Source: an optimization exercise on an open RTL-to-GDS flow (aim: small area, a short achievable clock period and few clock cycles per item). Production flows keep margins and buffers that such runs may drop. Function was checked by simulation only, so behaviour that the tests miss may differ from the original. Power figures rest on the tool's default switching activity, not on a simulated workload.

## wip/maple
// lut_master
module lut_master #(parameter data_width = 16) (
		input wire clk,
		input wire reset,
		input wire req,
		input wire [8 - 1 : 0] lut_handle,
		input wire [data_width - 1 : 0] req_arg,
		output wire [data_width - 1 : 0] data_out,
		output reg valid,
		output reg invalid_request
	);
	wire handle_ok = (lut_handle[8 - 1 : 1] == 0);
	wire is_tanh   = lut_handle[0];
	always @(posedge clk) begin
		if (reset) begin
			invalid_request <= 0;
			valid <= 0;
		end
		else begin
			if (req && !handle_ok)
				invalid_request <= 1;
			valid <= req && handle_ok && !invalid_request;
		end
	end
	wire       mirror = is_tanh ? req_arg[15] : req_arg[13];
	wire       neg    = is_tanh ? req_arg[15] : req_arg[14];
	wire [9:0] pair_a = (is_tanh ? req_arg[14:5] : {1'b0, req_arg[12:4]}) ^ {10{mirror}};
	wire [3:0] frac   = is_tanh ? req_arg[4:1] : req_arg[3:0];
	wire [22:0] k;
	wire [13:0] c1;
	wire [5:0]  c2;
	wire [15:0] ya, yb;
	wire        c7;
	wire [7:0]  dh;
	wire        e;
	lut_coef_rom coef (.addr({is_tanh, pair_a[9:4]}), .k(k), .c1(c1), .c2(c2));
	lut_eval eval (
		.k(k), .c1(c1), .c2(c2),
		.is_tanh(is_tanh),
		.xs({req_arg[13], req_arg[7:4]}),
		.xt({req_arg[15], req_arg[8:5]}),
		.mirror(mirror),
		.neg(neg),
		.ya(ya), .yb(yb), .c7(c7), .dh(dh), .e(e)
	);
	reg [15:0] ya_r, yb_r;
	reg        c7_r;
	reg [7:0]  dh_r;
	reg        e_r;
	reg [3:0]  frac_r;
	reg        mirror_r;
	reg        neg_r;
	always @(posedge clk) begin
		ya_r     <= ya;
		yb_r     <= yb;
		c7_r     <= c7;
		dh_r     <= dh;
		e_r      <= e;
		frac_r   <= frac;
		mirror_r <= mirror;
		neg_r    <= neg;
	end
	lut_interp interp (
		.ya(ya_r), .yb(yb_r), .c7(c7_r), .dh(dh_r), .e(e_r),
		.frac(frac_r),
		.mirror(mirror_r),
		.neg(neg_r),
		.interpolated(data_out)
	);
endmodule
Size in the first run: roughly 2600 cells after synthesis, about 41 flip-flops, ~45 I/O pins, about 13000 um2 of cells after synthesis.
==> flow/config.mk <==
export PLATFORM = sky130hd
export DESIGN_NAME = lut_master
export DESIGN_NICKNAME = lut_master
export VERILOG_FILES = /design/flow/design.v
export SDC_FILE = /design/flow/constraint.sdc
export NUM_CORES = 4
export LEC_CHECK = 0
export ABC_AREA = 1
export CAP_MARGIN = 20
export CORE_MARGIN = 2
export CORE_UTILIZATION = 40
export PLACE_DENSITY = 0.55
export SETUP_SLACK_MARGIN = 2.0
export SLEW_MARGIN = 20
export SYNTH_MEMORY_MAX_BITS = 70000
==> flow/constraint.sdc <==
create_clock -name core_clock -period 8.0 [get_ports {clk}]
set_input_delay 1.6000 -clock core_clock [delete_from_list [all_inputs] [get_ports {clk}]]
set_output_delay 1.6000 -clock core_clock [all_outputs]
set_load 0.01 [all_outputs]
standard.sh (not shown) runs the stock make flow with config.mk's settings and CLKGATE_MAP_FILE= SYNTH_SCRIPT=/design/flow/synth_recipe.tcl, a recipe that flattens the netlist after the stock synthesis.
==> flow/flow/run.sh <==
#!/bin/bash
# Standard layout, with two changes: the input and output ports are buffered
# by buf_4 cells instead of the delay buffers buffer_ports picks by default,
# and synthesis leaves the adders to abc instead of mapping them to the
# platform's full/half adder cells (the registers are the standard ones).
set -euo pipefail
bash standard.sh "BUFFER_PORTS_ARGS=-buffer_cell sky130_fd_sc_hd__buf_4" "ADDER_MAP_FILE=" finish > make_finish.log 2>&1
Per the final summary, wip/maple finished and its layout is clean on timing, DRC and antenna.
Testbench counts of wip/maple, summed over its fixed seeds: cycles 12,008, items 12,000.
What wip/nickel does differently from wip/maple at the input level:
Settings: changing CORE_UTILIZATION from 40 to 45; changing PLACE_DENSITY from 0.55 to 0.6.
-- flow/flow/run.sh --
<<< wip/maple, line 7
bash standard.sh "BUFFER_PORTS_ARGS=-buffer_cell sky130_fd_sc_hd__buf_4" "ADDER_MAP_FILE=" finish > make_finish.log 2>&1
>>> wip/nickel, line 7
bash standard.sh "BUFFER_PORTS_ARGS=-buffer_cell sky130_fd_sc_hd__buf_2" "ADDER_MAP_FILE=" finish > make_finish.log 2>&1
==> run summary <==
wip/nickel did not stop at any stage, and its layout met the timing, design-rule and antenna checks. On internal power, the higher figure sits with wip/maple, not wip/nickel. Relative to wip/maple, wip/nickel degrades via count. On post-route fraction of the period consumed by the critical path, wip/nickel and wip/maple are neck and neck. wip/nickel vs wip/maple, wire length of the first global-routing pass went down by 2.0%. Going from wip/maple to wip/nickel, the standard cell core area was found to have gone down by 11%. On register fraction of the total cell area, wip/nickel tracks wip/maple almost exactly. Status: worst setup slack parity (wip/maple, wip/nickel).
The inputs of wip/raven differ from those of wip/nickel as listed below.
Settings: swapping 2.0 for 2.25 in SETUP_SLACK_MARGIN.
-- flow/flow/run.sh --
<<< wip/nickel, line 7
bash standard.sh "BUFFER_PORTS_ARGS=-buffer_cell sky130_fd_sc_hd__buf_2" "ADDER_MAP_FILE=" finish > make_finish.log 2>&1
>>> wip/raven, line 7
bash standard.sh "BUFFER_PORTS_ARGS=-buffer_cell sky130_fd_sc_hd__buf_4" "ADDER_MAP_FILE=" finish > make_finish.log 2>&1
--- outcome ---
On highest achievable clock rate: between wip/nickel and wip/raven, it ends up lower for wip/nickel. wip/raven vs. wip/nickel: worst setup slack after layout went up by 0.14 ns. Re max-slew violation count: no difference whatsoever between wip/raven and wip/nickel. Compared with wip/nickel, in wip/raven fraction of final layout cells sized beyond drive strength 1 now larger; weighted congestion at the end of routability-driven global placement up 5.5%; cell area grew by 640 um2. Per the comparison of wip/raven with wip/nickel, relative area change from synthesis to final layout now larger, sequential share of layout area now smaller, internal portion of total power now larger, clock share of power now larger.
--- input diff wip/raven..wip/violet ---
Settings: PLACE_DENSITY: 0.6 -> 0.45; CORE_UTILIZATION: 45 -> 35; SETUP_SLACK_MARGIN: 2.25 -> 2.0.
### Flow results
Between wip/raven and wip/violet, the count of multi-input combinational gates does not differ in any meaningful way. Looking at minimum period implied by the final worst setup slack, wip/violet sits 0.030 ns higher than wip/raven does. Compared with wip/raven, wip/violet shows a higher worst hold slack. | ratio of total power to cell area | lower: wip/violet |. Of the two values seen for startpoint-to-endpoint class of the critical path, input port to flip-flop was produced by wip/raven and flip-flop to output port by wip/violet. Of wip/violet and wip/raven, it is wip/violet that has the lower worst setup slack after layout. What wip/raven reported for core footprint has to be multiplied by 1.3 to get the figure for wip/violet. Flip-flop and latch count across wip/raven and wip/violet: no real change.

afterwards: timing with drivers on the ports:
Ports are ideal in the flow. The routed layouts listed here were re-timed in OpenROAD.
Step 1: set_driving_cell puts a clkbuf_16 on clk and a buf_2 on each other input, an assumption about the parent block.
Step 2, shift: input delay + t, output delay - t, t = (earliest + latest rising clock arrival at the registers) / 2. This alone moves slack from input paths to output paths.
Slacks: no drivers / after step 1 / after step 2; pairs: no drivers / after step 1.
run	t, ns	slack for setup (ns)	worst setup path after step 2	latest minus earliest clock arrival (ns)	worst data-port slew with drivers (ns)
wip/maple	0.335	2.279 / 2.258 / 1.958	input to register	0.008 / 0.008	0.04
wip/nickel	0.334	2.279 / 2.286 / 1.953	input to register	0.007 / 0.007	0.04
wip/raven	0.352	2.421 / 2.386 / 2.034	input to register	0.019 / 0.020	0.08
wip/violet	0.355	2.391 / 2.338 / 2.066	input to register	0.020 / 0.020	0.06
After both steps setup and hold are still met in every run listed. For wip/raven, which loses most, drivers alone change the setup slack by -0.035 ns; drivers and shift together by -0.387 ns.
